Optimization exercise on an open flow, not production practice.
RTL: at most simulated, not proved equivalent.
Function not checked: runs 2 and 3.
Clock network not from TritonCTS: run 5.
The clock port is an ideal driver here.
Power: default activity.

--- flow/design.v ---
`default_nettype none
`default_nettype none
module fifo #(
    parameter WIDTH    = 16,
    parameter HEAD_REG = 1
)
(
    input   wire                clk,
    input   wire                rst,
    input   wire                re,
    input   wire                we,
    input   wire [WIDTH-1:0]    dataIn,
    output  wire [WIDTH-1:0]    dataOut,
    output  reg                 full_flag,
    output  reg                 almost_full,
    output  reg                 empty_flag,
    output  reg                 almost_empty
);
    reg [6:0] front;
    reg [6:0] back;
    reg [WIDTH-1:0] buffer [63:0];
    always @(posedge clk)
        if (we)
            buffer[back[5:0]] <= dataIn;
    wire [6:0] front_p1 = front + 7'd1;
    wire [6:0] back_p1  = back + 7'd1;
    wire [6:0] front_p2 = front + 7'd2;
    wire [6:0] front_n = re ? front_p1 : front;
    wire [6:0] back_n  = we ? back_p1  : back;
    always @(posedge clk) begin
        if (rst) begin
            front <= 7'd0;
            back  <= 7'd0;
        end else begin
            front <= front_n;
            back  <= back_n;
        end
    end
    wire [6:0] fill    = back - front;         
    wire [6:0] fill_n  = fill + {6'd0, we} - {6'd0, re};
    always @(posedge clk) begin
        empty_flag   <= rst || fill_n == 7'd0;
        full_flag    <= !rst && fill_n == 7'd64;
        almost_full  <= (7'd64 - fill) <= 7'd2;
        almost_empty <= rst || front_p2 >= back_n;
    end
    generate
        if (HEAD_REG) begin : g_head
            reg  [WIDTH-1:0] r_head;
            reg  [5:0]       r_front_p1;    
            wire [WIDTH-1:0] w_next = buffer[r_front_p1];
            wire bypass = we && back[5:0] == front_n[5:0];
            always @(posedge clk) begin
                if (bypass)
                    r_head <= dataIn;
                else if (re)
                    r_head <= w_next;
                if (rst)
                    r_front_p1 <= 6'd1;
                else
                    r_front_p1 <= front_n[5:0] + 6'd1;
            end
            assign dataOut = r_head;
        end else begin : g_comb
            assign dataOut = buffer[front[5:0]];
        end
    endgenerate
endmodule
`default_nettype none
`default_nettype none
module uart_rx (
    input   wire                            clk,
    input   wire                            ce,
    input   wire                            uart_rxpin,
    output  reg  [15:0]                     dataout,
    output  reg                             uart_rx_ready,
    output  wire                            uart_rx_busy,
    input   wire                            rst,
    input   wire [25-1:0]   settings
);
    localparam IDLE = 0, START = 1, READ = 2, PARITY = 3, STOP = 4;
    reg [4:0]   r_rx_state;
    reg         r_rx_state_changed;
    reg [14:0]  r_sample_clk_rst_value;
    reg         r_sample_buffer;
    reg [25-1:0] r_current_settings;
    reg [15:0]  r_data_frame;
    reg [4:0]   r_rx_bit_number;
    reg         r_rx_bit_number_I2;
    reg [1:0]   r_sync;
    reg [14:0]  r_bit_counter;
    reg         r_bit_ce;
    reg [14:0]  r_sample_counter;
    reg         r_sample_ce;
    reg [3:0]   r_goto_next_state;
    reg [2:0]   r_goto_idle_state;
    wire [14:0] delay_frames = r_current_settings[14:0];
    wire        stopbits     = r_current_settings[15];
    wire [1:0]  parity       = r_current_settings[17:16];
    wire [3:0]  databits     = r_current_settings[21:18];
    wire w_idle         = r_rx_state[IDLE];
    wire w_rx_pin_syn   = r_sync[0];
    wire w_sample_value = r_sample_buffer;
    assign uart_rx_busy = !w_idle;
    always @(posedge clk)
        r_sync <= {uart_rxpin, r_sync[1]};
    wire w_bit_trigger    = r_bit_counter == delay_frames;
    wire w_sample_trigger = r_sample_counter == r_sample_clk_rst_value;
    always @(posedge clk) begin
        if (w_idle) begin
            r_bit_counter    <= 15'd1;
            r_bit_ce         <= 1'b0;
            r_sample_counter <= 15'd1;
            r_sample_ce      <= 1'b0;
        end else begin
            r_bit_counter    <= (ce && w_bit_trigger) ? 15'd1 : r_bit_counter + {14'd0, ce};
            r_bit_ce         <= ce && w_bit_trigger;
            r_sample_counter <= (ce && w_sample_trigger) ? 15'd1 : r_sample_counter + {14'd0, ce};
            r_sample_ce      <= ce && w_sample_trigger;
        end
    end
    always @(posedge clk)
        r_sample_clk_rst_value <= {1'b0, delay_frames[14:1]};
    always @(posedge clk)
        if (r_sample_ce)
            r_sample_buffer <= w_rx_pin_syn;
    wire w_bit_number_eq = r_rx_bit_number == {1'b0, databits};
    always @(posedge clk) begin
        if (w_idle)
            r_current_settings <= settings;
        else if (r_rx_state_changed) begin
            if (r_rx_state[PARITY])
                r_current_settings[21:18] <= {3'd0, parity != 2'b00};
            if (r_rx_state[STOP])
                r_current_settings[21:18] <= stopbits ? 4'd2 : 4'd1;
        end
    end
    wire [3:0] w_goto_next_state = { w_idle && ce && !w_rx_pin_syn,
                                     r_rx_state[START] && r_bit_ce && !w_sample_value,
                                     r_rx_state[READ] && w_bit_number_eq,
                                     r_rx_state[PARITY] && (r_bit_ce || parity == 2'b00) };
    wire [2:0] w_goto_idle_state = { r_rx_state[START] && r_bit_ce && w_sample_value,
                                     r_rx_state[STOP] && ce,
                                     rst };
    always @(posedge clk) begin
        r_rx_state_changed <= 1'b0;
        if (r_rx_state_changed) begin
            r_goto_next_state <= 4'd0;
            r_goto_idle_state <= 3'd0;
        end else begin
            r_goto_next_state <= w_goto_next_state;
            r_goto_idle_state <= w_goto_idle_state;
            if (|r_goto_idle_state) begin
                r_rx_state         <= 5'd1;
                r_rx_state_changed <= 1'b1;
            end else if (|r_goto_next_state) begin
                r_rx_state         <= r_rx_state << 1;
                r_rx_state_changed <= 1'b1;
            end
        end
    end
    always @(posedge clk) begin
        if (w_idle)
            r_data_frame <= 16'd0;
        else if (r_rx_state[READ] && r_bit_ce)
            r_data_frame <= r_data_frame | ({15'd0, w_sample_value} << r_rx_bit_number[3:0]);
    end
    always @(posedge clk) begin
        r_rx_bit_number    <= r_rx_bit_number + {4'd0, r_rx_bit_number_I2};
        r_rx_bit_number_I2 <= 1'b0;
        if (r_rx_state_changed)
            r_rx_bit_number <= 5'd0;
        else if (r_bit_ce)
            r_rx_bit_number_I2 <= 1'b1;
    end
    always @(posedge clk)
        uart_rx_ready <= r_rx_state[STOP] && ce;
    always @(posedge clk) begin
        if (rst)
            dataout <= 16'd0;
        else if (r_rx_state[STOP] && ce)
            dataout <= r_data_frame;
    end
endmodule
`default_nettype none
`default_nettype none
module uart_tx (
    input   wire                            clk,
    input   wire                            ce,
    input   wire                            rst,
    input   wire [15:0]                     datain,
    input   wire                            send_tx,
    input   wire [25-1:0]   settings,
    output  wire                            uart_tx_ready,
    output  wire                            uart_txpin
);
    reg [1:0]   r_tx_state;
    reg         r_tx_state_changed;
    reg [1:0]   r_tx_pin;
    reg [15:0]  r_tx_data;
    reg [25-1:0] r_current_settings;
    reg [4:0]   r_tx_bit_number;
    reg         r_tx_bit_number_I2;
    reg         r_parity;
    reg [2:0]   r_goto_next_state;
    reg         r_goto_idle_state;
    reg [14:0]  r_counter;
    reg         r_bit_ce;
    wire [14:0] delay_frames = r_current_settings[14:0];
    wire        stopbits     = r_current_settings[15];
    wire [1:0]  parity       = r_current_settings[17:16];
    wire [3:0]  databits     = r_current_settings[21:18];
    wire w_idle  = r_tx_state == 2'd0;
    wire w_start = w_idle && send_tx;
    assign uart_tx_ready = w_idle && !rst;
    assign uart_txpin    = r_tx_pin[1];
    wire [16:0] w_mux_in = {r_tx_data, 1'b0};
    wire w_next_tx_data = (r_tx_bit_number <= 5'd16) ? w_mux_in[r_tx_bit_number] : 1'b0;
    reg  w_next_tx_pin;
    always @(*) begin
        case (r_tx_state)
            2'd1:    w_next_tx_pin = w_next_tx_data;
            2'd2:    w_next_tx_pin = r_parity;
            default: w_next_tx_pin = 1'b1;
        endcase
    end
    wire w_bit_number_eq = r_tx_bit_number == {1'b0, databits};
    wire w_trigger = r_counter == delay_frames;
    always @(posedge clk) begin
        if (w_idle) begin
            r_counter <= 15'd1;
            r_bit_ce  <= 1'b0;
        end else begin
            r_counter <= (ce && w_trigger) ? 15'd1 : r_counter + {14'd0, ce};
            r_bit_ce  <= ce && w_trigger;
        end
    end
    wire [2:0] w_goto_next_state = { w_start,
                                     r_bit_ce && w_bit_number_eq,
                                     r_tx_state == 2'd2 && parity == 2'b00 };
    always @(posedge clk) begin
        r_tx_state_changed <= 1'b0;
        r_goto_next_state  <= w_goto_next_state;
        r_goto_idle_state  <= rst;
        if (|r_goto_next_state) begin
            r_tx_state         <= r_tx_state + 1'b1;
            r_tx_state_changed <= 1'b1;
            r_goto_next_state  <= 3'd0;
            r_goto_idle_state  <= 1'b0;
        end
        if (r_goto_idle_state)
            r_tx_state <= 2'd0;
    end
    always @(posedge clk) begin
        r_tx_bit_number_I2 <= r_bit_ce;
        r_tx_bit_number    <= r_tx_bit_number + {4'd0, r_tx_bit_number_I2};
        if (w_idle || r_tx_state_changed)
            r_tx_bit_number <= 5'd0;
    end
    always @(posedge clk) begin
        if (rst)
            r_tx_data <= 16'd0;
        else if (w_start)
            r_tx_data <= datain;
    end
    always @(posedge clk) begin
        if (rst)
            r_tx_pin <= 2'b11;
        else begin
            r_tx_pin[1] <= r_tx_pin[0];
            if (ce)
                r_tx_pin[0] <= w_next_tx_pin;
        end
    end
    always @(posedge clk) begin
        if (w_start)
            r_parity <= parity == 2'b01;
        else if (r_tx_state == 2'd1 && r_bit_ce && w_next_tx_pin)
            r_parity <= ~r_parity;
    end
    always @(posedge clk) begin
        if (w_idle)
            r_current_settings <= settings;
        case (r_tx_state)
            2'd2: r_current_settings[21:18] <= 4'd1;
            2'd3: r_current_settings[21:18] <= {3'd0, stopbits};
            default: ;
        endcase
    end
endmodule
`default_nettype none
`default_nettype none
module uart
#(
    parameter   COUNTER_WIDTH   = 15,
    parameter   DATA_WIDTH      = 16,
    parameter   RX_BUF_SIZE     = 64,
    parameter   TX_BUF_SIZE     = 64,
    parameter   RX_CONFIG_INIT  = {   1'b0, 
                                            2'b00,    
                                            4'd8,
                                            2'b00,      
                                            1'b0,       
                                            15'd2604 },
    parameter   TX_CONFIG_INIT  = {   1'b0, 
                                            2'b00,    
                                            4'd8,
                                            2'b00,      
                                            1'b0,       
                                            15'd2604 },
    parameter   LATENCY         = 0
)
(
    input   wire                        clk,
    input   wire                        ce,
    input   wire                        rst,
    input   wire                        rx_pin,
    output  wire                        tx_pin,
    output  wire    [DATA_WIDTH - 1:0]  rx_data,
    input   wire                        rx_read,
    output  wire                        rx_empty,
    output  wire                        rx_almost_empty,
    output  wire                        rx_full,
    output  wire                        rx_almost_full,
    input   wire    [DATA_WIDTH - 1:0]  tx_data,
    input   wire                        tx_write,
    output  wire                        tx_empty,
    output  wire                        tx_almost_empty,
    output  wire                        tx_full,
    output  wire                        tx_almost_full,
    input   wire [25-1:0] config_value,
    input   wire                        tx_config_valid,
    input   wire                        rx_config_valid
);
    reg [25-1:0] tx_config;
    reg [25-1:0] rx_config;
    always @(posedge clk) begin
        if (rst) begin
            tx_config <= TX_CONFIG_INIT;
            rx_config <= RX_CONFIG_INIT;
        end else begin
            if (tx_config_valid)
                tx_config <= config_value;
            if (rx_config_valid)
                rx_config <= config_value;
        end
    end
    wire [15:0] uart_rx_dataOut;
    wire        uart_rx_ready;
    wire        uart_rx_busy;
    uart_rx rx (
        .clk(           clk ),
        .ce(            ce ),
        .uart_rxpin(    rx_pin ),
        .dataout(       uart_rx_dataOut ),
        .uart_rx_ready( uart_rx_ready ),
        .uart_rx_busy(  uart_rx_busy ),
        .rst(           rst ),
        .settings(      rx_config )
    );
    fifo #( .WIDTH(16), .HEAD_REG(1) ) rxBuffer (
        .clk(           clk ),
        .rst(           rst ),
        .re(            rx_read ),
        .we(            uart_rx_ready ),
        .dataIn(        uart_rx_dataOut ),
        .dataOut(       rx_data ),
        .full_flag(     rx_full ),
        .almost_full(   rx_almost_full ),
        .empty_flag(    rx_empty ),
        .almost_empty(  rx_almost_empty )
    );
    wire        uart_tx_txReady;
    reg         send_tx;
    wire [15:0] w_uart_tx_dataIn;
    uart_tx tx (
        .clk(           clk ),
        .ce(            ce ),
        .rst(           rst ),
        .datain(        w_uart_tx_dataIn ),
        .send_tx(       send_tx ),
        .settings(      tx_config ),
        .uart_tx_ready( uart_tx_txReady ),
        .uart_txpin(    tx_pin )
    );
    fifo #( .WIDTH(16), .HEAD_REG(0) ) txBuffer (
        .clk(           clk ),
        .rst(           rst ),
        .re(            send_tx ),
        .we(            tx_write ),
        .dataIn(        tx_data ),
        .dataOut(       w_uart_tx_dataIn ),
        .full_flag(     tx_full ),
        .almost_full(   tx_almost_full ),
        .empty_flag(    tx_empty ),
        .almost_empty(  tx_almost_empty )
    );
    reg [2:0] r_tx_empty;
    reg       r_tx_ready;
    reg       r_tx_lockout;
    reg [1:0] r_tx_lockout_wait;
    always @(posedge clk) begin
        r_tx_empty <= {tx_empty, r_tx_empty[2:1]};
        r_tx_ready <= uart_tx_txReady;
        send_tx    <= 1'b0;
        if (tx_config[24] == 1'b1 && uart_rx_busy) begin
            r_tx_lockout      <= 1'b1;
            r_tx_lockout_wait <= 2'd0;
        end else if (ce) begin
            r_tx_lockout_wait <= r_tx_lockout_wait - 1'b1;
            if (r_tx_lockout_wait == 2'd0)
                r_tx_lockout <= 1'b0;
        end
        if (r_tx_ready && !r_tx_empty[0] && ce && !r_tx_lockout) begin
            send_tx      <= 1'b1;
            r_tx_lockout <= 1'b1;
        end
        if (rst) begin
            send_tx           <= 1'b0;
            r_tx_lockout      <= 1'b0;
            r_tx_lockout_wait <= 2'd0;
        end
    end
endmodule
--- flow/run.sh ---
#!/bin/bash
# synth_recipe.tcl (not shown) runs the flow's synth.tcl, then flattens the netlist and writes it again
# the make line also repeats each setting of config.mk as NAME=value (left out here)
make -C /OpenROAD-flow-scripts/flow DESIGN_CONFIG=/design/flow/config.mk WORK_HOME=/design/flow/orfs CLKGATE_MAP_FILE= SYNTH_SCRIPT=/design/flow/synth_recipe.tcl finish
--- flow/config.mk ---
export PLATFORM = sky130hd
export DESIGN_NAME = uart
export DESIGN_NICKNAME = uart
export VERILOG_FILES = /design/flow/design.v
export SDC_FILE = /design/flow/constraint.sdc
export NUM_CORES = 4
export LEC_CHECK = 0
export CAP_MARGIN = 20
export CORE_MARGIN = 2
export CORE_UTILIZATION = 40
export SLEW_MARGIN = 20
--- flow/constraint.sdc ---
create_clock -name core_clock -period 8.0 [get_ports {clk}]
set_input_delay 1.6000 -clock core_clock [delete_from_list [all_inputs] [get_ports {clk}]]
set_output_delay 1.6000 -clock core_clock [all_outputs]
set_load 0.01 [all_outputs]
==> impl_metrics.ini, run 1 <==
[cts]
cts.sinks = 2352
clk_latency_ns = 0.86
postCtsSetupRepairBufs = 0
tritoncts_buffers = 230
post_cts_hold_buffer_count = 0
cts.clk_slew.worst_paths_ns = 0.06
cts_tree = built
post_cts_resized = 0
cts_htree_levels = 4
ctsLongestPathBuffers = 3
cts.root.buffer_cell = clkbuf_16

[sta]
timing.final.crit_period_ns = 4.42
final_setup_violation_count = 0
slew_headroom = 0.250
rsz0062_at_grt = no
period_share = 0.553
timing.setup.tns_ns = 0
final_hold_viol_count = 0
maxClockFrequency_ghz = 0.226
finClkSkew_ns = 0.0568
final_max_slew_viol_count = 0
worst_slew_pin_slew_ns = 1.13

[power_and_ir_drop]
finalPower_w = 0.0259
comb_power_share = 0.074
cellLeakagePower_nw = 32.8
internal_power_w = 0.0200
power_per_cell_area_nw_per_um2 = 250
power_switching_w = 0.00588
irDropWorstVdd_mv = 0.246
clock_power_share = 0.395
power.share.switching = 0.227
power_frac_seq = 0.531

[cells_and_area]
final_nets = 5201
fraction_of_the_core_area_covered_by_cells_at_the_end_of_the_flow = 0.455
relative_area_change_from_synthesis_to_final_layout_pct = 12.8
finalNonFillerCells = 8289
layout.filler_cells = 19364
drive_gt1_frac = 0.206
postLayoutCellArea_um2 = 104000

[placed_design]
placed_instance_count = 7859
dpl-instance-area_um2 = 96500
hpwlAfterDp_um = 129000
gp_congestion = 0.809
portBuffers = 71

[setup_path]
reg_to_reg_setup_timing_slack_ns = 3.58
cp_common_cell = ha_1
critPathCaptureType = flop
setup.worst_path.start_class = flop
worst_ep_arrival_time_ns = 5.14
slowest_stage = dfxtp_1
reg2reg_from = txBuffer.back[0]$_SDFF_PP0_
cpLargestDelayFamily = adder cells
crit_chain = inv_1 -> ha_1 -> ha_1 -> inv_1 -> ha_1 -> fa_1 -> a21oi_1 -> nor2_1 -> a211oi_1 -> o22ai_1 -> a2111oi_0 -> nor3_1 -> a21boi_1
cp_num_buf_inv = 2
worst-r2r-cell-count = 13
r2r-end = txBuffer.empty_flag$_DFF_P_
worst-endpoint-required_ns = 8.72
critPathMaxFanout = 20
crit_end = txBuffer.empty_flag$_DFF_P_
worst_path_largest_cell_delay_ns = 0.96
origin_of_the_worst_setup_path = txBuffer.back[0]$_SDFF_PP0_
timing.critical_path.depth = 13
timing.setup.critical_path_class = reg -> reg

[global_routing]
globalRouteOverflowTotal = 0
first_global_vias = 46460
grt_antenna_before_repair = 9
first_pass_grt_wire_length_um = 326000
grt_max_degree = 111
grt.total_usage = 0.189

[synth]
ys.flop_type = edfxtp_1
postSynth.asyncResetShare = 0
synth.net_count = 4963
synth_cell_type_count = 79
ys_seq_area_frac = 0.744
ys_seq_elements = 2352
post_synth_inst_count = 4845
synth_edf_count = 2115
ys.warnings.count = 5
mappedNetlistArea_um2 = 91800
postSynthAreaPerCell_um2 = 18.9

[floorplan]
core_area_um2 = 228000
top_level_ports = 74
floorplan.die_area_um2 = 233000
row_count = 175
die_w_um = 483
floorplan.die.height_um = 483
initial_utilization = 0.403

[detailed_routing]
drt-initial-drc-count = 4800
routed-via-count = 46310
final_antenna_net_count = 0
via_per_inst = 5.59
wl_per_cell_um = 27.0
firstDrtPassIters = 6
detail_route.wirelength_um = 224000
number_of_drc_violations_after_detailed_routing = 0

[min_path]
timing.hold.worst.class = reg -> reg
worstHoldStart = rx.r_sync[1]$_DFF_P_

[job]
max_cap_viol_count = 0

[status]
status = complete, no violations
cell usage after synthesis (all sizes together) (7+ instances only):
| cell | n | area share |
|---|---|---|
| a21oi | 149 | 0.0082 |
| a32oi | 25 | 0.0024 |
| mux2i | 224 | 0.024 |
| nor3 | 34 | 0.0019 |
| buf | 129 | 0.0099 |
| o2111ai | 9 | 0.00086 |
| a22oi | 13 | 0.0011 |
| a221oi | 14 | 0.0013 |
| ha | 65 | 0.0089 |
| xnor2 | 78 | 0.0077 |
| and2 | 17 | 0.0012 |
| inv | 52 | 0.0021 |
| or4 | 7 | 0.00057 |
| mux4 | 473 | 0.12 |
| and3 | 11 | 0.00075 |
| o22ai | 39 | 0.0027 |
| a31oi | 7 | 0.00048 |
| a2111oi | 12 | 0.0013 |
| nor2b | 28 | 0.0019 |
| o21ai | 87 | 0.0048 |
| or2 | 10 | 0.00068 |
| edfxtp | 2115 | 0.69 |
| nand2 | 190 | 0.0078 |
| nand2b | 12 | 0.00082 |
| or3 | 25 | 0.0017 |
| clkbuf | 125 | 0.0052 |
| o221ai | 55 | 0.0052 |
| a211oi | 12 | 0.0010 |
| nand3 | 66 | 0.0036 |
| nand4 | 28 | 0.0019 |
| a21o | 12 | 0.00098 |
| dfxtp | 237 | 0.052 |
| a22o | 22 | 0.0021 |
| xor2 | 70 | 0.0068 |
| nor2 | 317 | 0.013 |
| nor4 | 14 | 0.00095 |
registers in the layout, summed over array words and instances, names as in the netlist, 14 cells and up, named ones only:
name / count
rx_config: 22
rxBuffer.buffer: 1024
rx.r_current_settings: 22
tx.r_counter: 15
rxBuffer.g_head.r_head: 16
rx.r_sample_clk_rst_value: 14
tx.r_current_settings: 22
rx.r_data_frame: 16
rx.dataout: 16
tx.r_tx_data: 16
rx.r_bit_counter: 15
txBuffer.buffer: 1024
tx_config: 23
rx.r_sample_counter: 15
worst register-to-register path, cell delays in order, from the launching register on:
cell	delay [ns]
dfxtp_1	0.96
inv_1	0.37
ha_1	0.48
ha_1	0.31
inv_1	0.04
ha_1	0.21
fa_1	0.47
a21oi_1	0.27
nor2_1	0.07
a211oi_1	0.28
o22ai_1	0.13
a2111oi_0	0.43
nor3_1	0.14
a21boi_1	0.15
cell families (layout without fill, tap and decap cells):
family	after synthesis	count (layout)	share of synthesized area
AOI/OAI and AO/OA	485	485	0.0351
xor gates and xnor gates	149	149	0.0147
adders and majority gates	69	69	0.00973
buffers and inverters	308	738	0.0172
DFF	2352	2352	0.744
muxes	698	698	0.141
other	0	5	0
and+or+nand+nor	784	784	0.0390
cell usage in the layout (no fill, tap or decap), types with 64 or more instances in the layout:
cell | synthesis | layout
a21oi_1 | 148 | 148
buf_4 | 31 | 185
clkbuf_16 | 0 | 236
dfxtp_1 | 237 | 213
edfxtp_1 | 2115 | 2115
ha_1 | 65 | 65
mux2i_1 | 224 | 224
mux4_2 | 471 | 471
nand2_1 | 190 | 190
nand3_1 | 66 | 64
nor2_1 | 315 | 296
o21ai_0 | 76 | 76
xnor2_1 | 75 | 75
xor2_1 | 69 | 69
power by group through the flow:
stage               clock, W  sequential, W  combinational [W]
global placement           0         0.0140            0.00191
finish                0.0102         0.0138            0.00191
floorplan                  0         0.0139            0.00137
detailed placement         0         0.0140            0.00193
global route          0.0109         0.0138            0.00207
CTS                   0.0104         0.0138            0.00194
stage by stage:
stage	worst slack [ns]	hold WS (ns)
global route	3.26	0.335
global placement	2.86	0.312
finish	3.58	0.326
detailed placement	2.87	0.316
CTS	3.61	0.330
floorplan	4.26	0.310
worst min-delay path by stage:
stage	endpoint	cells past startpoint
6_report	rx.r_sync[0]$_DFF_P_	0
5_1_grt	rx.r_sync[0]$_DFF_P_	0
4_1_cts	rx.r_sync[0]$_DFF_P_	0
3_5_place_dp	rx.r_sync[0]$_DFF_P_	0
3_3_place_gp	r_tx_empty[0]$_DFF_P_	0
2_1_floorplan	r_tx_empty[0]$_DFF_P_	0
layer usage:
metal,vias up,GRT usage,share of wire
met3,364,0.0307,0.060
met5,-,0,0.00024
met1,24432,0.261,0.42
met4,8,0.0563,0.028
met2,1509,0.308,0.49
li1,19997,-,-
layout make-up:
cell class | count | area [um^2] | share of cell area
multi-input combinational | 2185 | 22100 | 0.213
inverter | 54 | 203 | 0.00196
antenna | 5 | 12.5 | 0.000121
clock inverter | 129 | 891 | 0.00860
tap | 3009 | 3760 | 0.0363
clock buffer | 295 | 6190 | 0.0597
sequential | 2352 | 68300 | 0.659
timing repair buffer | 260 | 2120 | 0.0204
==> inputs of run 2 (changes only) <==
--- a/flow/design.v
+++ b/flow/design.v
@@ -19,29 +19,42 @@
     reg [6:0] front;
     reg [6:0] back;
+    reg [6:0] fill;         
+    reg [6:0] front_p2;     
     reg [WIDTH-1:0] buffer [63:0];
     always @(posedge clk)
         if (we)
             buffer[back[5:0]] <= dataIn;
-    wire [6:0] front_p1 = front + 7'd1;
-    wire [6:0] back_p1  = back + 7'd1;
-    wire [6:0] front_p2 = front + 7'd2;
-    wire [6:0] front_n = re ? front_p1 : front;
-    wire [6:0] back_n  = we ? back_p1  : back;
     always @(posedge clk) begin
         if (rst) begin
-            front <= 7'd0;
-            back  <= 7'd0;
+            front    <= 7'd0;
+            back     <= 7'd0;
+            fill     <= 7'd0;
+            front_p2 <= 7'd2;
         end else begin
-            front <= front_n;
-            back  <= back_n;
+            if (re) begin
+                front    <= front + 7'd1;
+                front_p2 <= front_p2 + 7'd1;
+            end
+            if (we)
+                back <= back + 7'd1;
+            if (we && !re)
+                fill <= fill + 7'd1;
+            else if (re && !we)
+                fill <= fill - 7'd1;
         end
     end
-    wire [6:0] fill    = back - front;         
-    wire [6:0] fill_n  = fill + {6'd0, we} - {6'd0, re};
+    wire fill_0   = fill == 7'd0;
+    wire fill_1   = fill == 7'd1;
+    wire fill_127 = fill == 7'd127;
+    wire fill_63  = fill == 7'd63;
+    wire fill_64  = fill == 7'd64;
+    wire fill_65  = fill == 7'd65;
+    wire ae_0     = front_p2 >= back;                       
+    wire ae_1     = back == 7'd127 || front_p2 > back;      
     always @(posedge clk) begin
-        empty_flag   <= rst || fill_n == 7'd0;
-        full_flag    <= !rst && fill_n == 7'd64;
-        almost_full  <= (7'd64 - fill) <= 7'd2;
-        almost_empty <= rst || front_p2 >= back_n;
+        empty_flag   <= rst || (we == re ? fill_0  : we ? fill_127 : fill_1);
+        full_flag    <= !rst && (we == re ? fill_64 : we ? fill_63  : fill_65);
+        almost_full  <= fill == 7'd62 || fill_63 || fill_64;
+        almost_empty <= rst || (we ? ae_1 : ae_0);
     end
     generate
@@ -50,5 +63,5 @@
             reg  [5:0]       r_front_p1;    
             wire [WIDTH-1:0] w_next = buffer[r_front_p1];
-            wire bypass = we && back[5:0] == front_n[5:0];
+            wire bypass = we && (re ? back[5:0] == r_front_p1 : back[5:0] == front[5:0]);
             always @(posedge clk) begin
                 if (bypass)
@@ -58,6 +71,6 @@
                 if (rst)
                     r_front_p1 <= 6'd1;
-                else
-                    r_front_p1 <= front_n[5:0] + 6'd1;
+                else if (re)
+                    r_front_p1 <= r_front_p1 + 6'd1;
             end
             assign dataOut = r_head;
--- a/flow/config.mk
+++ b/flow/config.mk
@@ -9,3 +9,4 @@
 export CORE_MARGIN = 2
 export CORE_UTILIZATION = 40
+export SETUP_SLACK_MARGIN = 5
 export SLEW_MARGIN = 20
==> run 2 against run 1 <==
Against the previous run:
- fmax up 42%
- worst hold slack better by 0.0073 ns
- global-route usage down 0.50 points
- die area up 0.52%
- design area up 3.1%
- highest routed layer is now met4
==> impl_metrics.ini, run 2 <==
[status]
status = complete, no violations

[cells_and_area]
relative_area_change_from_synthesis_to_final_layout_pct = 15.7
drive_gt1_frac = 0.244
fraction_of_the_core_area_covered_by_cells_at_the_end_of_the_flow = 0.465
final_common_cell = edfxtp_1
multi_input_combinational_cell_area_um2 = 22800
sequential_cell_area_um2 = 69000
final_nets = 5243
layout.filler_cells = 19146
leading_cell_types_in_the_layout_fill_and_taps_excluded = edfxtp_1 (2115), mux4_2 (450), mux2i_1 (324), nor2_1 (245), dfxtp_1 (236)

[floorplan]
die_w_um = 484
floorplan.die_area_um2 = 235000
core_area_um2 = 230000
floorplan.die.height_um = 484
row_count = 176
top_level_ports = 74
initial_utilization = 0.402

[sta]
final_setup_violation_count = 0
timing.final.crit_period_ns = 3.11
rsz0062_at_grt = yes
setup_ws_ns = 4.89
finClkSkew_ns = 0.0277
final_max_slew_viol_count = 0
timing.setup.tns_ns = 0
final_hold_viol_count = 0
slew_headroom = 0.293
period_share = 0.389
worst_slew_pin_slew_ns = 1.06
maxClockFrequency_ghz = 0.321

[cts]
cts_htree_levels = 4
cts.root.buffer_cell = clkbuf_16
cts_tree = built
cts.clk_slew.worst_paths_ns = 0.07
clk_latency_ns = 0.86
cts.sinks = 2384
post_cts_hold_buffer_count = 0
tritoncts_buffers = 231
ctsLongestPathBuffers = 3

[setup_path]
critPathCaptureType = output pin
reg_to_reg_setup_timing_slack_ns = 5.05
setup.worst_path.start_class = flop
worst-r2r-cell-count = 6
cp_num_buf_inv = 1
crit_chain = buf_2
slowest_stage = edfxtp_1
worst_ep_arrival_time_ns = 1.51
worst-endpoint-required_ns = 6.40
reg2reg_from = txBuffer.front[2]$_SDFFE_PP0P_
worst_path_largest_cell_delay_ns = 0.46
timing.setup.critical_path_class = reg -> out
critPathMaxFanout = 1
cpLargestDelayFamily = flip-flops
r2r-end = tx.r_tx_data[4]$_SDFFE_PP0P_

[power_and_ir_drop]
clock_power_share = 0.408
power_switching_w = 0.00575
power_frac_seq = 0.530
internal_power_w = 0.0205
comb_power_share = 0.062
irDropWorstVdd_mv = 0.249
finalPower_w = 0.0262
power.share.switching = 0.219
power_per_cell_area_nw_per_um2 = 245
cellLeakagePower_nw = 32.5

[global_routing]
first_global_vias = 46325
globalRouteOverflowTotal = 0
grt.total_usage = 0.184
grt_max_degree = 74
first_pass_grt_wire_length_um = 319000
grt_antenna_before_repair = 6

[detailed_routing]
drt-initial-drc-count = 4766
final_antenna_net_count = 0
number_of_drc_violations_after_detailed_routing = 0
wl_per_cell_um = 26.0
detail_route.wirelength_um = 218000
firstDrtPassIters = 5
via_per_inst = 5.49
routed-via-count = 45952

[synth]
ys.warnings.count = 5
yosys.cell_count.top_type = edfxtp_1
post_synth_inst_count = 4870
cell_types_with_the_largest_area_share_after_synthesis = edfxtp_1 (69%), mux4_2 (11%), dfxtp_1 (5.8%)
ys_seq_area_frac = 0.747
synth_largest_type_area_fraction = 0.688
synth_edf_count = 2115
mappedNetlistArea_um2 = 92300
postSynthAreaPerCell_um2 = 18.9
post-synth-top-area-cell = edfxtp_1
ys_seq_elements = 2384
synth_cell_type_count = 62
postSynth.asyncResetShare = 0
synth.net_count = 4968
ys.flop_type = edfxtp_1
synth_common_cells = edfxtp_1 (2115), mux4_2 (450), mux2i_1 (330), nor2_1 (324), dfxtp_1 (269)

[placed_design]
gp_congestion = 0.792
portBuffers = 71
hpwlAfterDp_um = 122000
pre_cts_ws_ns = 3.10

[min_path]
timing.hold.worst.class = reg -> reg
hold_path_end = r_tx_empty[1]$_DFF_P_
min_path_cells = 0
worstHoldStart = r_tx_empty[2]$_DFF_P_

[job]
max_cap_viol_count = 0
run 2: cell count changes in the layout (fill, tap and decap cells not counted), moves of 22 or more:
cell	change
o22ai_1	+23
nor2_4	+52
a22o_1	-22
buf_4	-43
nand2_1	-49
mux2_2	+43
clkdlybuf4s50_1	-27
buf_12	+59
a21oi_1	-41
dfxtp_1	+23
nor2_1	-51
mux2i_1	+100
run 2: layout make-up:
| class | instances | share of cell area |
|---|---|---|
| timing repair buffer | 306 | 0.0331 |
| inverter | 52 | 0.00190 |
| multi-input combinational | 2170 | 0.214 |
| antenna | 7 | 0.000164 |
| clock buffer | 295 | 0.0577 |
| tap | 3026 | 0.0355 |
| sequential | 2384 | 0.646 |
| clock inverter | 136 | 0.0121 |
run 2: what timing repair did:
item,CTS,global route
cloned,8,0
resized for setup,207,33
buffers inserted,76,12
endpoints found under the setup margin,1068,580
pin swaps,40,11
run 2: power groups by stage:
stage | logic [W] | registers, W | clock network, W
after floorplan | 0.00108 | 0.0141 | 0
after global placement | 0.00154 | 0.0142 | 0
after detailed placement | 0.00156 | 0.0142 | 0
after CTS | 0.00164 | 0.0139 | 0.0109
after global routing | 0.00177 | 0.0139 | 0.0114
final | 0.00162 | 0.0139 | 0.0107
run 2: layer usage:
metal	vias up	part of all wire	global-route usage
met5	-	0	0
met4	0	0.022	0.0462
met3	280	0.052	0.0258
met2	1242	0.50	0.309
met1	24302	0.43	0.252
li1	20128	-	-
run 2: through the flow:
stage          instances  hold slack, ns  cell area, um^2
6_report            8376           0.334           107000
4_1_cts             8357           0.332           106000
3_5_place_dp        7842           0.316            97200
2_1_floorplan       4870           0.310            92900
3_3_place_gp        7841           0.316            97200
5_1_grt             8372           0.343           107000
run 2: cell families after synthesis:
kind of cell               share of synthesized area
DFF                                            0.747
muxes                                          0.151
and+or+nand+nor                               0.0350
AOI/OAI and AO/OA                             0.0309
buffers and inverters                         0.0159
xor gates and xnor gates                      0.0140
adders and majority gates                    0.00664
run 2: worst max path at each step:
stage / from / end / slack (ns) / depth (start not counted)
3_5_place_dp: rx_read / rxBuffer.g_head.r_head[13]$_DFFE_PP_ / 3.10 / 8
2_1_floorplan: rx_read / rxBuffer.g_head.r_head[13]$_DFFE_PP_ / 4.78 / 7
5_1_grt: rxBuffer.g_head.r_head[2]$_DFFE_PP_ / rx_data[2] / 4.83 / 1
3_3_place_gp: rx_read / rxBuffer.g_head.r_head[13]$_DFFE_PP_ / 3.17 / 8
4_1_cts: rxBuffer.g_head.r_head[2]$_DFFE_PP_ / rx_data[2] / 4.81 / 1
6_report: rxBuffer.g_head.r_head[2]$_DFFE_PP_ / rx_data[2] / 4.89 / 1
==> inputs of run 3 (changes only) <==
--- a/flow/design.v
+++ b/flow/design.v
@@ -62,5 +62,11 @@
             reg  [WIDTH-1:0] r_head;
             reg  [5:0]       r_front_p1;    
-            wire [WIDTH-1:0] w_next = buffer[r_front_p1];
+            reg  [WIDTH-1:0] w_next;
+            integer i;
+            always @(*) begin
+                w_next = {WIDTH{1'b0}};
+                for (i = 0; i < 64; i = i + 1)
+                    w_next = w_next | (buffer[i] & {WIDTH{r_front_p1 == i}});
+            end
             wire bypass = we && (re ? back[5:0] == r_front_p1 : back[5:0] == front[5:0]);
             always @(posedge clk) begin
@@ -76,5 +82,12 @@
             assign dataOut = r_head;
         end else begin : g_comb
-            assign dataOut = buffer[front[5:0]];
+            reg  [WIDTH-1:0] w_head;
+            integer i;
+            always @(*) begin
+                w_head = {WIDTH{1'b0}};
+                for (i = 0; i < 64; i = i + 1)
+                    w_head = w_head | (buffer[i] & {WIDTH{front[5:0] == i}});
+            end
+            assign dataOut = w_head;
         end
     endgenerate
--- a/flow/config.mk
+++ b/flow/config.mk
@@ -8,5 +8,5 @@
 export CAP_MARGIN = 20
 export CORE_MARGIN = 2
-export CORE_UTILIZATION = 40
+export CORE_UTILIZATION = 60
 export SETUP_SLACK_MARGIN = 5
 export SLEW_MARGIN = 20
==> run 3 against run 2 <==
Against the previous run:
- critical path depth is 11 higher
- power shrank 1.1%
- sequential power barely moved
- die area is 36% lower
- combinational power down 25%
- clock power about the same
- final cell count decreased by 3.6%
- sequential share of layout area grew 0.77 points
- clock skew up 0.012 ns
- via count grew 27%
- synthesized area is 4.8% lower
- critical path type is now reg -> reg
- largest power group unchanged
==> impl_metrics.ini, run 3 <==
[sta]
finalHoldWorstSlack_ns = 0.327
period_share = 0.412
slew_headroom = 0.194
finClkSkew_ns = 0.0393
worst_slew_pin_slew_ns = 1.21
final_hold_viol_count = 0
maxClockFrequency_ghz = 0.303
final_setup_violation_count = 0
timing.final.crit_period_ns = 3.30
timing.setup.tns_ns = 0
rsz0062_at_grt = yes
final_max_slew_viol_count = 0

[cells_and_area]
final_common_cell = edfxtp_1
relative_area_change_from_synthesis_to_final_layout_pct = 19.9
finalNonFillerCells = 8075
layout.filler_cells = 9060
drive_gt1_frac = 0.209
fraction_of_the_core_area_covered_by_cells_at_the_end_of_the_flow = 0.724
leading_cell_types_in_the_layout_fill_and_taps_excluded = edfxtp_1 (2115), a22oi_1 (643), buf_4 (311), nor2_1 (286), clkbuf_16 (238)
final_nets = 6060

[synth]
synth_top_family_by_area = compound AO/OA/AOI/OAI gates
ys.warnings.count = 5
ys.flop_type = edfxtp_1
synth_simple_gate_area_share = 0.0713
yosys.cell_count.top_type = edfxtp_1
post_synth_inst_count = 5401
postSynth.asyncResetShare = 0
synth.net_count = 5505
muxShareOfSynthArea = 0.00733
ys_seq_area_frac = 0.783
post-synth-top-area-cell = edfxtp_1
postSynthAreaPerCell_um2 = 16.3
cell_types_with_the_largest_area_share_after_synthesis = edfxtp_1 (72%), dfxtp_1 (6.0%), a22oi_1 (5.6%)
mappedNetlistArea_um2 = 87900
ys_seq_elements = 2378
synth_edf_count = 2115
synth_cell_type_count = 67
synth_compound_area_frac = 0.102
synth_largest_type_area_fraction = 0.723
synth_xor_area_frac = 0.0146
synth_common_cells = edfxtp_1 (2115), a22oi_1 (657), nor2_1 (479), dfxtp_1 (263), nand2_1 (229)
synth-adder-area-share = 0.00783

[detailed_routing]
wl_met2_um = 147000
met3WireLength_um = 47700
routed-via-count = 58328
wl_per_cell_um = 41.6
highest_layer = met5
number_of_drc_violations_after_detailed_routing = 0
firstDrtPassIters = 8
detail_route.wirelength_um = 336000
drt-initial-drc-count = 10894
final_antenna_net_count = 0
detail_route.wirelength.met1_um = 106000
via_per_inst = 7.22

[placed_design]
placed_instance_count = 7378
hpwlAfterDp_um = 193000
portBuffers = 71
gp_congestion = 0.973

[power_and_ir_drop]
cellLeakagePower_nw = 35.0
power.share.switching = 0.218
power_switching_w = 0.00565
finalPower_w = 0.0259
irDropWorstVdd_mv = 0.224
internal_power_w = 0.0203
power_frac_seq = 0.535
clock_power_share = 0.418
comb_power_share = 0.047
power_per_cell_area_nw_per_um2 = 246

[floorplan]
die_w_um = 387
core_area_um2 = 146000
floorplan.die_area_um2 = 150000
initial_utilization = 0.604
row_count = 140
top_level_ports = 74
floorplan.die.height_um = 387

[cts]
clk_latency_ns = 0.88
tritoncts_buffers = 229
ctsLongestPathBuffers = 3
cts.sinks = 2378
cts_htree_levels = 4
cts.root.buffer_cell = clkbuf_16
cts.clk_slew.worst_paths_ns = 0.06
cts_tree = built

[setup_path]
r2r-end = rxBuffer.g_head.r_head[7]$_DFFE_PP_
origin_of_the_worst_setup_path = rxBuffer.g_head.r_front_p1[0]$_SDFFE_PP1P_
crit_chain = buf_6 -> ha_4 -> buf_12 -> buf_12 -> nand3_4 -> nor2_1 -> buf_6 -> a22oi_2 -> nand4_1 -> nor4_2 -> nand4_1 -> mux2_4
slowest_stage = nand4_1
critPathMaxFanout = 9
reg_to_reg_setup_timing_slack_ns = 4.70
setup.worst_path.start_class = flop
worst-r2r-cell-count = 12
critPathCaptureType = flop
worst_ep_arrival_time_ns = 3.90
worst-endpoint-required_ns = 8.60
crit_end = rxBuffer.g_head.r_head[7]$_DFFE_PP_
worst_path_largest_cell_delay_ns = 0.60
timing.setup.critical_path_class = reg -> reg
reg2reg_from = rxBuffer.g_head.r_front_p1[0]$_SDFFE_PP1P_

[global_routing]
grt.total_usage = 0.442
first_global_vias = 53698
grt_max_degree = 87
globalRouteOverflowTotal = 0
grt_antenna_before_repair = 7
first_pass_grt_wire_length_um = 445000

[status]
status = complete, no violations

[min_path]
timing.hold.worst.class = reg -> reg

[job]
max_cap_viol_count = 0
run 3: cell types whose count changed in the layout (fill, tap and decap cells not counted), moves of 56 or more:
cell / change
o22ai_1: -60
mux4_2: -447
buf_4: +169
a22o_1: +148
a22oi_1: +622
nand4_1: +124
nand2_1: +81
nor2_4: +74
a221oi_1: +95
nand3_1: +56
mux2i_1: -272
run 3: cells by family after synthesis:
kind of cell | after synthesis
compound gates | 1181
xor+xnor | 146
fa+ha+maj | 55
buf+inv | 285
flops | 2378
mux | 60
simple gates | 1296
run 3: power by group through the flow:
stage / clock network, W / logic (W) / registers (W)
6_report: 0.0108 / 0.00121 / 0.0139
5_1_grt: 0.0113 / 0.00127 / 0.0139
4_1_cts: 0.0108 / 0.00113 / 0.0139
3_5_place_dp: 0 / 0.00106 / 0.0141
3_3_place_gp: 0 / 0.00104 / 0.0141
2_1_floorplan: 0 / 0.000596 / 0.0141
run 3: layout make-up:
| cell class | instances | area (um^2) | area share |
|---|---|---|---|
| flip-flops and latches | 2378 | 68800 | 0.653 |
| multi-input cells | 2738 | 20400 | 0.193 |
| clock buffers | 290 | 6160 | 0.0584 |
| repair buffers | 566 | 6090 | 0.0578 |
| well taps | 1917 | 2400 | 0.0228 |
| clock inverters | 138 | 1310 | 0.0125 |
| inverters | 43 | 166 | 0.00158 |
| diodes | 5 | 12.5 | 0.000119 |
run 3: how the worst min path moves through the flow:
stage	slack [ns]	cells after the start	to	start
floorplan	0.31	0	r_tx_empty[0]$_DFF_P_	r_tx_empty[1]$_DFF_P_
CTS	0.33	0	r_tx_empty[0]$_DFF_P_	r_tx_empty[1]$_DFF_P_
detailed placement	0.31	0	r_tx_empty[0]$_DFF_P_	r_tx_empty[1]$_DFF_P_
finish	0.33	0	r_tx_empty[0]$_DFF_P_	r_tx_empty[1]$_DFF_P_
global route	0.33	0	r_tx_empty[0]$_DFF_P_	r_tx_empty[1]$_DFF_P_
global placement	0.31	0	r_tx_empty[0]$_DFF_P_	r_tx_empty[1]$_DFF_P_
run 3: layer usage:
layer,vias to the layer above,global-route usage
met1,28667,0.539
li1,22797,-
met2,5368,0.661
met5,-,0
met4,6,0.358
met3,1490,0.129
run 3: through the flow:
stage / instance area, um^2 / worst slack (ns)
after floorplan: 88300 / 4.67
after global placement: 92700 / 3.02
after detailed placement: 92700 / 2.98
after CTS: 104000 / 4.73
after global routing: 105000 / 4.75
final: 105000 / 4.70
run 3: critical path: cells and delay by family (launching register included):
family                   cells  cell delay [ns]
AO/OA/AOI/OAI                1             0.18
AND/OR/NAND/NOR              5             1.45
adder cells (fa/ha/maj)      1             0.16
buffers and inverters        4             0.58
flip-flops                   1             0.36
multiplexers                 1             0.31
run 3: repair_timing:
item,4_1_cts,5_1_grt
buffers inserted,190,67
resized for setup,394,106
hold buffers,0,0
setup endpoints to repair,1397,593
gates cloned,2,2
pin swaps,129,67
==> inputs of run 4 (changes only) <==
--- a/flow/design.v
+++ b/flow/design.v
@@ -58,36 +58,37 @@
         almost_empty <= rst || (we ? ae_1 : ae_0);
     end
+    localparam [5:0] RA0 = HEAD_REG ? 6'd1 : 6'd0;
+    reg [7:0] r_ra_lo;
+    reg [7:0] r_ra_hi;
+    always @(posedge clk) begin
+        if (rst) begin
+            r_ra_lo <= 8'd1 << RA0[2:0];
+            r_ra_hi <= 8'd1 << RA0[5:3];
+        end else if (re) begin
+            r_ra_lo <= {r_ra_lo[6:0], r_ra_lo[7]};
+            if (r_ra_lo[7])
+                r_ra_hi <= {r_ra_hi[6:0], r_ra_hi[7]};
+        end
+    end
+    reg [WIDTH-1:0] w_read;
+    integer i;
+    always @(*) begin
+        w_read = {WIDTH{1'b0}};
+        for (i = 0; i < 64; i = i + 1)
+            w_read = w_read | (buffer[i] & {WIDTH{r_ra_lo[i % 8] & r_ra_hi[i / 8]}});
+    end
     generate
         if (HEAD_REG) begin : g_head
             reg  [WIDTH-1:0] r_head;
-            reg  [5:0]       r_front_p1;    
-            reg  [WIDTH-1:0] w_next;
-            integer i;
-            always @(*) begin
-                w_next = {WIDTH{1'b0}};
-                for (i = 0; i < 64; i = i + 1)
-                    w_next = w_next | (buffer[i] & {WIDTH{r_front_p1 == i}});
-            end
-            wire bypass = we && (re ? back[5:0] == r_front_p1 : back[5:0] == front[5:0]);
+            wire bypass = we && (re ? fill[5:0] == 6'd1 : fill[5:0] == 6'd0);
             always @(posedge clk) begin
                 if (bypass)
                     r_head <= dataIn;
                 else if (re)
-                    r_head <= w_next;
-                if (rst)
-                    r_front_p1 <= 6'd1;
-                else if (re)
-                    r_front_p1 <= r_front_p1 + 6'd1;
+                    r_head <= w_read;
             end
             assign dataOut = r_head;
         end else begin : g_comb
-            reg  [WIDTH-1:0] w_head;
-            integer i;
-            always @(*) begin
-                w_head = {WIDTH{1'b0}};
-                for (i = 0; i < 64; i = i + 1)
-                    w_head = w_head | (buffer[i] & {WIDTH{front[5:0] == i}});
-            end
-            assign dataOut = w_head;
+            assign dataOut = w_read;
         end
     endgenerate
--- a/flow/config.mk
+++ b/flow/config.mk
@@ -8,5 +8,7 @@
 export CAP_MARGIN = 20
 export CORE_MARGIN = 2
-export CORE_UTILIZATION = 60
+export CORE_UTILIZATION = 45
+export CTS_CLUSTER_DIAMETER = 60
+export CTS_CLUSTER_SIZE = 25
 export SETUP_SLACK_MARGIN = 5
 export SLEW_MARGIN = 20
==> run 4 against run 3 <==
Against the previous run:
- synthesized cell count rose by 4.6%
- first-iteration DRC count decreased by 3.2%
- setup slack better by 0.11 ns
- global-route usage decreased by 14 points
- final cell count is 5.9% higher
- via count shrank 1.8%
- critical endpoint is now rx_data[12]
- still clean on timing, DRC and antenna
- sequential power is essentially flat
- die area increased by 35%
- combinational power fell by 9.9%
- largest power group unchanged
- worst hold slack is essentially flat
==> impl_metrics.ini, run 4 <==
[global_routing]
globalRouteOverflowTotal = 0
grt_max_degree = 75
first_pass_grt_wire_length_um = 423000
grt_antenna_before_repair = 5
grt.total_usage = 0.297
first_global_vias = 52846

[cts]
cts.clk_slew.worst_paths_ns = 0.08
ctsLongestPathBuffers = 3
cts_htree_levels = 4
cts.root.buffer_cell = clkbuf_16
clk_latency_ns = 0.86
post_cts_hold_buffer_count = 0
cts.sinks = 2392
cts_tree = built
tritoncts_buffers = 154

[synth]
synth_common_cells = edfxtp_1 (2115), a22oi_1 (670), nor2_1 (371), dfxtp_1 (277), a21oi_1 (269)
synth_edf_count = 2115
post_synth_inst_count = 5651
ys.warnings.count = 5
yosys.cell_count.top_type = edfxtp_1
cell_types_with_the_largest_area_share_after_synthesis = edfxtp_1 (71%), dfxtp_1 (6.2%), a22oi_1 (5.7%)
postSynth.asyncResetShare = 0
postSynthAreaPerCell_um2 = 15.7
post-synth-top-area-cell = edfxtp_1
ys_seq_elements = 2392
synth_cell_type_count = 69
ys.flop_type = edfxtp_1
synth.net_count = 5745
ys_seq_area_frac = 0.776
mappedNetlistArea_um2 = 89000
synth_largest_type_area_fraction = 0.714

[setup_path]
critPathMaxFanout = 1
slowest_stage = edfxtp_1
critPathCaptureType = output pin
cp_num_buf_inv = 1
cpLargestDelayFamily = flip-flops
worst_ep_arrival_time_ns = 1.59
crit_chain = buf_2
timing.setup.critical_path_class = reg -> out
worst_path_largest_cell_delay_ns = 0.54
setup.worst_path.start_class = flop
worst-endpoint-required_ns = 6.40

[placed_design]
portBuffers = 71
placed_instance_count = 8148
gp_congestion = 0.859
hpwlAfterDp_um = 168000

[detailed_routing]
final_antenna_net_count = 0
firstDrtPassIters = 7
detail_route.wirelength_um = 308000
via_per_inst = 6.70
wl_per_cell_um = 36.0
number_of_drc_violations_after_detailed_routing = 0
drt-initial-drc-count = 10543
routed-via-count = 57300

[sta]
timing.setup.tns_ns = 0
rsz0062_at_grt = yes
final_max_slew_viol_count = 0
maxClockFrequency_ghz = 0.313
final_setup_violation_count = 0
finClkSkew_ns = 0.0410
final_hold_viol_count = 0
slew_headroom = 0.199
timing.final.crit_period_ns = 3.19
period_share = 0.399
worst_slew_pin_slew_ns = 1.20

[cells_and_area]
relative_area_change_from_synthesis_to_final_layout_pct = 14.0
leading_cell_types_in_the_layout_fill_and_taps_excluded = edfxtp_1 (2115), a22oi_1 (670), a21oi_1 (266), nor2_1 (257), nand3_1 (253)
final_nets = 5871
drive_gt1_frac = 0.141
final_common_cell = edfxtp_1
finalNonFillerCells = 8551

[job]
max_cap_viol_count = 0

[floorplan]
top_level_ports = 74
row_count = 163
core_area_um2 = 197000
floorplan.die.height_um = 449
floorplan.die_area_um2 = 201000
initial_utilization = 0.452
die_w_um = 449

[status]
status = complete, no violations

[power_and_ir_drop]
irDropWorstVdd_mv = 0.228
cellLeakagePower_nw = 31.3
power_per_cell_area_nw_per_um2 = 236

[min_path]
timing.hold.worst.class = reg -> reg
[run 4: cell count changes after synthesis, sizes merged, moves of 58 or more]
cell	delta
nor2	-113
a221oi	-115
a21oi	+165
o22ai	+119
nand3	+142
clkbuf	+120
a22o	-88
a222oi	+102
nand2	-58
nand4	-84
[run 4: area by class of cell]
class	count	area, um^2
timing repair buffer	345	3770
fill	15955	95400
multi-input combinational	2812	19300
antenna	5	12.5
clock buffer	169	4040
clock inverter	116	1540
sequential	2392	69200
inverter	72	289
tap	2640	3300
[run 4: worst paths after layout]
| check | from | endpoint | slack, ns | cells past startpoint |
|---|---|---|---|---|
| setup / recovery | rxBuffer.g_head.r_head[12]$_DFFE_PP_ | rx_data[12] | 4.81 | 1 |
| hold / removal | r_tx_empty[1]$_DFF_P_ | r_tx_empty[0]$_DFF_P_ | 0.33 | 0 |
| setup reg to reg | rxBuffer.r_ra_hi[6]$_SDFFE_PP0P_ | rxBuffer.g_head.r_head[11]$_DFFE_PP_ | 4.96 | 7 |
| hold reg to reg | r_tx_empty[1]$_DFF_P_ | r_tx_empty[0]$_DFF_P_ | 0.33 | 0 |
[run 4: logic make-up (layout without fill, tap and decap cells)]
logic type	count (synthesis)	count (layout)	synth area share
flops	2392	2392	0.776
compound gates	1443	1443	0.116
mux	69	69	0.00834
other cells	0	5	0
buf+inv	448	702	0.0197
xor+xnor	127	127	0.0125
simple gates	1127	1128	0.0604
fa+ha+maj	45	45	0.00633
[run 4: repair_timing]
| item | CTS | global route |
|---|---|---|
| setup endpoints to repair | 1142 | 707 |
| cloned | 1 | 0 |
| hold endpoints to repair | 0 | 0 |
| buffers inserted | 81 | 29 |
| pin swaps | 47 | 21 |
| gates resized for setup | 174 | 39 |
[run 4: stage by stage]
step	hold WS (ns)	power [W]	area, um^2	utilization	setup WS, ns
final	0.327	0.0240	101000	0.515	4.81
after global routing	0.327	0.0245	101000	0.515	4.77
after CTS	0.316	0.0240	101000	0.512	4.76
after detailed placement	0.312	0.0152	93700	0.476	3.32
after global placement	0.311	0.0152	93600	0.476	3.38
after floorplan	0.310	0.0147	89400	-	4.76
[run 4: power breakdown]
group          internal, W  switching (W)  leakage [nW]
logic             0.000369       0.000717          6.68
clock network      0.00415        0.00477          2.67
registers           0.0137       0.000222          21.9
total               0.0182        0.00571          31.3
[run 4: routing by layer]
metal  track usage  part of all wire
met1         0.420              0.38
met3        0.0780              0.14
met4         0.112             0.043
met5             0           0.00019
met2         0.440              0.44
==> inputs of run 5 (changes only) <==
--- a/flow/design.v
+++ b/flow/design.v
@@ -53,6 +53,6 @@
     wire ae_1     = back == 7'd127 || front_p2 > back;      
     always @(posedge clk) begin
-        empty_flag   <= rst || (we == re ? fill_0  : we ? fill_127 : fill_1);
-        full_flag    <= !rst && (we == re ? fill_64 : we ? fill_63  : fill_65);
+        empty_flag   <= rst || (re ? (we ? fill_0  : fill_1)  : (we ? fill_127 : fill_0));
+        full_flag    <= !rst && (re ? (we ? fill_64 : fill_65) : (we ? fill_63  : fill_64));
         almost_full  <= fill == 7'd62 || fill_63 || fill_64;
         almost_empty <= rst || (we ? ae_1 : ae_0);
@@ -81,11 +81,10 @@
         if (HEAD_REG) begin : g_head
             reg  [WIDTH-1:0] r_head;
-            wire bypass = we && (re ? fill[5:0] == 6'd1 : fill[5:0] == 6'd0);
-            always @(posedge clk) begin
-                if (bypass)
-                    r_head <= dataIn;
-                else if (re)
-                    r_head <= w_read;
-            end
+            wire bypass0 = we && fill[5:0] == 6'd0;    
+            wire bypass1 = we && fill[5:0] == 6'd1;    
+            wire [WIDTH-1:0] w_head_re  = bypass1 ? dataIn : w_read;
+            wire [WIDTH-1:0] w_head_nre = bypass0 ? dataIn : r_head;
+            always @(posedge clk)
+                r_head <= re ? w_head_re : w_head_nre;
             assign dataOut = r_head;
         end else begin : g_comb
==> flow/flow/run.sh (new file) <==
#!/bin/bash
# Layout flow: the standard flow (standard.sh), with the clock tree built
# by flow/mycts.tcl in place of TritonCTS. mycts.tcl is sourced by ORFS's
# cts.tcl through the PRE_CTS_TCL hook; it replaces only the clock tree
# construction (clock port -> 4 region roots -> leaf buffers -> registers),
# and cts.tcl then legalises and repairs timing as usual.
# Timing repair aims for 5.1 ns of setup slack at the 8 ns clock.
set -e
here=$(pwd)
export SETUP_SLACK_MARGIN=5.1
export PRE_CTS_TCL=$here/flow/mycts.tcl
export MYCTS_CLOCK_PORT=clk
export MYCTS_NROOT=4
export MYCTS_LEAF_MAX=${MYCTS_LEAF_MAX:-24}
export MYCTS_LEAF_CELL=${MYCTS_LEAF_CELL:-sky130_fd_sc_hd__clkbuf_16}
export MYCTS_NMID=${MYCTS_NMID:-4}
bash standard.sh finish > $here/standard_flow.log 2>&1
==> flow/flow/mycts.tcl (new file) <==
# Clock tree built by hand in place of TritonCTS: the clock port drives
# NROOT root buffers (one per region), each root drives the leaf buffers of
# its region, each leaf buffer drives a cluster of at most LEAF_MAX sinks.
# Sourced as PRE_CTS_TCL: it replaces clock_tree_synthesis, and the rest of
# ORFS's cts.tcl (legalisation, timing repair) runs as usual.

proc mycts_split {items depth maxn} {
  # items: list of {x y payload}; recursive bisection at the median of the
  # wider coordinate until each group has at most maxn items
  if {[llength $items] <= $maxn} { return [list $items] }
  set xs {}; set ys {}
  foreach it $items { lappend xs [lindex $it 0]; lappend ys [lindex $it 1] }
  set xs [lsort -integer $xs]; set ys [lsort -integer $ys]
  set dx [expr {[lindex $xs end] - [lindex $xs 0]}]
  set dy [expr {[lindex $ys end] - [lindex $ys 0]}]
  set k [expr {$dx >= $dy ? 0 : 1}]
  set sorted [lsort -integer -index $k $items]
  set h [expr {[llength $sorted] / 2}]
  set a [lrange $sorted 0 [expr {$h - 1}]]
  set b [lrange $sorted $h end]
  return [concat [mycts_split $a [expr {$depth + 1}] $maxn] [mycts_split $b [expr {$depth + 1}] $maxn]]
}

proc mycts_centroid {items} {
  set sx 0; set sy 0
  foreach it $items { set sx [expr {$sx + [lindex $it 0]}]; set sy [expr {$sy + [lindex $it 1]}] }
  set n [llength $items]
  return [list [expr {$sx / $n}] [expr {$sy / $n}]]
}

proc mycts_place {inst xy} {
  set block [ord::get_db_block]
  set core [$block getCoreArea]
  set m [$inst getMaster]
  set w [$m getWidth]; set h [$m getHeight]
  set x [expr {[lindex $xy 0] - $w / 2}]
  set y [expr {[lindex $xy 1] - $h / 2}]
  set x [expr {max([$core xMin], min($x, [$core xMax] - $w))}]
  set y [expr {max([$core yMin], min($y, [$core yMax] - $h))}]
  $inst setLocation $x $y
  $inst setPlacementStatus PLACED
}

proc mycts_build {} {
  set leaf_max  [expr {[info exists ::env(MYCTS_LEAF_MAX)]  ? $::env(MYCTS_LEAF_MAX)  : 24}]
  set nroot     [expr {[info exists ::env(MYCTS_NROOT)]     ? $::env(MYCTS_NROOT)     : 4}]
  set leaf_cell [expr {[info exists ::env(MYCTS_LEAF_CELL)] ? $::env(MYCTS_LEAF_CELL) : "sky130_fd_sc_hd__clkbuf_8"}]
  set root_cell [expr {[info exists ::env(MYCTS_ROOT_CELL)] ? $::env(MYCTS_ROOT_CELL) : "sky130_fd_sc_hd__clkbuf_16"}]
  set db [ord::get_db]
  set block [ord::get_db_block]
  set clk_name [expr {[info exists ::env(MYCTS_CLOCK_PORT)] ? $::env(MYCTS_CLOCK_PORT) : "clk"}]
  set clk_net [$block findNet $clk_name]
  set leaf_master [$db findMaster $leaf_cell]
  set root_master [$db findMaster $root_cell]

  # sinks: every instance pin on the clock net
  set sinks {}
  foreach it [$clk_net getITerms] {
    set bb [[$it getInst] getBBox]
    lappend sinks [list [expr {([$bb xMin] + [$bb xMax]) / 2}] [expr {([$bb yMin] + [$bb yMax]) / 2}] $it]
  }
  puts "mycts: [llength $sinks] sinks"

  # leaf clusters
  set clusters [mycts_split $sinks 0 $leaf_max]
  set leaves {}
  set i 0
  foreach cl $clusters {
    set xy [mycts_centroid $cl]
    set inst [odb::dbInst_create $block $leaf_master "clkbuf_leaf_${i}_clk"]
    mycts_place $inst $xy
    set net [odb::dbNet_create $block "clknet_leaf_${i}_clk"]
    $net setSigType CLOCK
    foreach s $cl {
      set it [lindex $s 2]
      $it disconnect
      $it connect $net
    }
    [$inst findITerm X] connect $net
    lappend leaves [list [lindex $xy 0] [lindex $xy 1] $inst]
    incr i
  }
  puts "mycts: [llength $leaves] leaf buffers"

  # optional middle level: groups of leaves, each driven by a mid buffer
  set nmid [expr {[info exists ::env(MYCTS_NMID)] ? $::env(MYCTS_NMID) : 0}]
  set mid_cell [expr {[info exists ::env(MYCTS_MID_CELL)] ? $::env(MYCTS_MID_CELL) : "sky130_fd_sc_hd__clkbuf_16"}]
  if {$nmid > 0} {
    set mid_master [$db findMaster $mid_cell]
    set per_mid [expr {int(ceil(double([llength $leaves]) / ($nmid * $nroot)))}]
    set mgroups [mycts_split $leaves 0 $per_mid]
    set mids {}
    set k 0
    foreach g $mgroups {
      set xy [mycts_centroid $g]
      set inst [odb::dbInst_create $block $mid_master "clkbuf_mid_${k}_clk"]
      mycts_place $inst $xy
      set net [odb::dbNet_create $block "clknet_mid_${k}_clk"]
      $net setSigType CLOCK
      foreach l $g { [[lindex $l 2] findITerm A] connect $net }
      [$inst findITerm X] connect $net
      lappend mids [list [lindex $xy 0] [lindex $xy 1] $inst]
      incr k
    }
    puts "mycts: [llength $mids] mid buffers"
    set leaves $mids
  }

  # root groups
  set per_root [expr {int(ceil(double([llength $leaves]) / $nroot))}]
  set groups [mycts_split $leaves 0 $per_root]
  set j 0
  foreach g $groups {
    set xy [mycts_centroid $g]
    set inst [odb::dbInst_create $block $root_master "clkbuf_root_${j}_clk"]
    mycts_place $inst $xy
    set net [odb::dbNet_create $block "clknet_root_${j}_clk"]
    $net setSigType CLOCK
    foreach l $g { [[lindex $l 2] findITerm A] connect $net }
    [$inst findITerm X] connect $net
    [$inst findITerm A] connect $clk_net
    incr j
  }
  puts "mycts: [llength $groups] root buffers"
  $clk_net setSigType CLOCK
  global_connect
}

rename clock_tree_synthesis mycts_orig_clock_tree_synthesis
proc clock_tree_synthesis {args} {
  mycts_build
  set_propagated_clock [all_clocks]
}
==> flow/standard.sh (new file) <==
#!/bin/bash
# synth_recipe.tcl (not shown) runs the flow's synth.tcl, then flattens the netlist and writes it again
# the make line also repeats each setting of config.mk as NAME=value (left out here)
make -C /OpenROAD-flow-scripts/flow DESIGN_CONFIG=/design/flow/config.mk WORK_HOME=/design/flow/orfs CLKGATE_MAP_FILE= SYNTH_SCRIPT=/design/flow/synth_recipe.tcl "${@:-finish}"
--- a/flow/config.mk
+++ b/flow/config.mk
@@ -9,6 +9,3 @@
 export CORE_MARGIN = 2
 export CORE_UTILIZATION = 45
-export CTS_CLUSTER_DIAMETER = 60
-export CTS_CLUSTER_SIZE = 25
-export SETUP_SLACK_MARGIN = 5
 export SLEW_MARGIN = 20
removed: flow/run.sh
==> run 5 against run 4 <==
Against the previous run:
- die area grew 0.38%
- synthesized cell count grew 0.81%
- sequential share of layout area grew 0.15 points
- routed wire length grew 1.5%
- worst hold slack gained 0.013 ns
- combinational power shrank 5%
- flip-flop and latch count is the same
- design area shrank 0.24%
==> impl_metrics.ini, run 5 <==
[setup_path]
worst-r2r-cell-count = 7
reg2reg_from = rxBuffer.r_ra_hi[0]$_SDFFE_PP1P_
worst-endpoint-required_ns = 8.35
r2r-end = rxBuffer.g_head.r_head[1]$_DFFE_PP_
critPathCaptureType = flop
setup.worst_path.start_class = flop
critPathMaxFanout = 22
worst_ep_arrival_time_ns = 3.31
timing.setup.critical_path_class = reg -> reg
reg_to_reg_setup_timing_slack_ns = 5.04

[min_path]
min_path_cells = 0
timing.hold.worst.class = reg -> reg
hold_path_end = r_tx_empty[1]$_DFF_P_
worstHoldStart = r_tx_empty[2]$_DFF_P_

[synth]
synth_edf_count = 2115
postSynthAreaPerCell_um2 = 15.7
cell_types_with_the_largest_area_share_after_synthesis = edfxtp_1 (71%), dfxtp_1 (6.2%), a22oi_1 (4.9%)
ys.warnings.count = 5
ys_seq_elements = 2392
synth.net_count = 5792
post-synth-top-area-cell = edfxtp_1
postSynth.asyncResetShare = 0
synth_largest_type_area_fraction = 0.711
mappedNetlistArea_um2 = 89300
synth_common_cells = edfxtp_1 (2115), a22oi_1 (584), nor2_1 (389), nand3_1 (327), dfxtp_1 (277)
yosys.cell_count.top_type = edfxtp_1
ys.flop_type = edfxtp_1
synth_cell_type_count = 71
ys_seq_area_frac = 0.773
post_synth_inst_count = 5697

[detailed_routing]
drt-initial-drc-count = 10677
number_of_drc_violations_after_detailed_routing = 0
via_per_inst = 6.76
firstDrtPassIters = 6
wl_per_cell_um = 36.7
final_antenna_net_count = 0
detail_route.wirelength_um = 312000
routed-via-count = 57546

[sta]
slew_headroom = 0.214
period_share = 0.370
finalHoldWorstSlack_ns = 0.339
timing.setup.tns_ns = 0
final_setup_violation_count = 0
finClkSkew_ns = 0.0414
worst_slew_pin_slew_ns = 1.18
final_max_slew_viol_count = 0
maxClockFrequency_ghz = 0.338
rsz0062_at_grt = yes
timing.final.crit_period_ns = 2.96
final_hold_viol_count = 0

[cts]
clk_latency_ns = 0.61
cts.clk_slew.worst_paths_ns = 0.08
post_cts_hold_buffer_count = 0

[floorplan]
top_level_ports = 74
die_w_um = 449
floorplan.die.height_um = 449
row_count = 163
initial_utilization = 0.453
core_area_um2 = 197000
floorplan.die_area_um2 = 202000

[power_and_ir_drop]
power.share.switching = 0.215
irDropWorstVdd_mv = 0.194
internal_power_w = 0.0174
cellLeakagePower_nw = 31.2
power_frac_seq = 0.629
power_per_cell_area_nw_per_um2 = 219
comb_power_share = 0.047
power_switching_w = 0.00477
clock_power_share = 0.325

[global_routing]
grt_max_degree = 77
globalRouteOverflowTotal = 0
first_pass_grt_wire_length_um = 427000
grt.total_usage = 0.297
grt_antenna_before_repair = 9
first_global_vias = 53584

[cells_and_area]
drive_gt1_frac = 0.132
relative_area_change_from_synthesis_to_final_layout_pct = 13.3
leading_cell_types_in_the_layout_fill_and_taps_excluded = edfxtp_1 (2115), a22oi_1 (584), nand3_1 (320), nor2_1 (266), a21oi_1 (235)
final_nets = 5970
final_common_cell = edfxtp_1
layout.filler_cells = 16043

[placed_design]
hpwlAfterDp_um = 171000
gp_congestion = 0.895
portBuffers = 71

[status]
status = complete, no violations

[job]
max_cap_viol_count = 0
## run 5: cell families (layout without fill, tap and decap cells)
group | count (synthesis) | count (layout) | synth area share
flip-flops | 2392 | 2392 | 0.773
buffers and inverters | 448 | 624 | 0.0207
AND/OR/NAND/NOR | 1222 | 1222 | 0.0649
adder cells (fa/ha/maj) | 46 | 46 | 0.00645
multiplexers | 71 | 71 | 0.00855
XOR/XNOR | 128 | 128 | 0.0126
other | 0 | 4 | 0
AO/OA/AOI/OAI | 1390 | 1390 | 0.113
## run 5: cell type report
| cell class | count | area, um^2 | area share |
|---|---|---|---|
| antenna | 4 | 10.0 | 0.0000989 |
| buffer | 148 | 3700 | 0.0366 |
| inverter | 70 | 295 | 0.00292 |
| multi-input combinational | 2857 | 19700 | 0.194 |
| sequential | 2392 | 69200 | 0.684 |
| tap | 2640 | 3300 | 0.0327 |
| timing repair buffer | 406 | 4980 | 0.0493 |
## run 5: worst max path at each step
stage	from	end	slack (ns)	cells past startpoint
3_3_place_gp	rx_read	rxBuffer.g_head.r_head[9]$_DFFE_PP_	3.45	9
4_1_cts	rxBuffer.g_head.r_head[12]$_DFFE_PP_	rx_data[12]	5.04	1
6_report	rxBuffer.r_ra_hi[0]$_SDFFE_PP1P_	rxBuffer.g_head.r_head[1]$_DFFE_PP_	5.04	7
5_1_grt	rxBuffer.back[1]$_SDFFE_PP0P_	rxBuffer.buffer[10][9]$_DFFE_PP_	5.02	4
2_1_floorplan	tx_write	txBuffer.buffer[17][0]$_DFFE_PP_	4.81	4
3_5_place_dp	rx_read	rxBuffer.g_head.r_head[9]$_DFFE_PP_	3.41	9
## run 5: routing by layer
metal	global-route usage	up-vias	wire, um
li1	-	23006	-
met1	0.408	29352	114000
met2	0.458	4367	140000
met3	0.0576	813	39900
met4	0.136	8	18200
met5	0	-	56
## run 5: stage by stage
stage | total power, W | instances | worst slack, ns | util | instance area (um^2)
6_report | 0.0221 | 8517 | 5.04 | 0.513 | 101000
3_5_place_dp | 0.0152 | 8181 | 3.41 | 0.477 | 94000
3_3_place_gp | 0.0152 | 8179 | 3.45 | 0.476 | 93900
4_1_cts | 0.0221 | 8481 | 5.04 | 0.509 | 100000
5_1_grt | 0.0227 | 8513 | 5.02 | 0.513 | 101000
2_1_floorplan | 0.0147 | 5697 | 4.81 | - | 89900
## run 5: power groups by stage
stage	clock [W]	combinational (W)	sequential, W
2_1_floorplan	0	0.000583	0.0141
3_3_place_gp	0	0.000960	0.0142
3_5_place_dp	0	0.000975	0.0142
4_1_cts	0.00721	0.00101	0.0139
5_1_grt	0.00762	0.00112	0.0139
6_report	0.00719	0.00104	0.0139
## run 5: critical path: stages (launching register included)
cell and delay, ns:
dfxtp_4 0.48, buf_4 0.33, inv_1 0.29, buf_4 0.33, a21oi_1 0.07, nor3_1 0.68, nand4_1 0.17, mux2_2 0.31
## run 5: repair_timing
item                       4_1_cts  5_1_grt
pin swaps                       80       30
cloned                           4        0
gates resized for setup        163       46
setup endpoints to repair     1392      318
setup buffers                  148       31
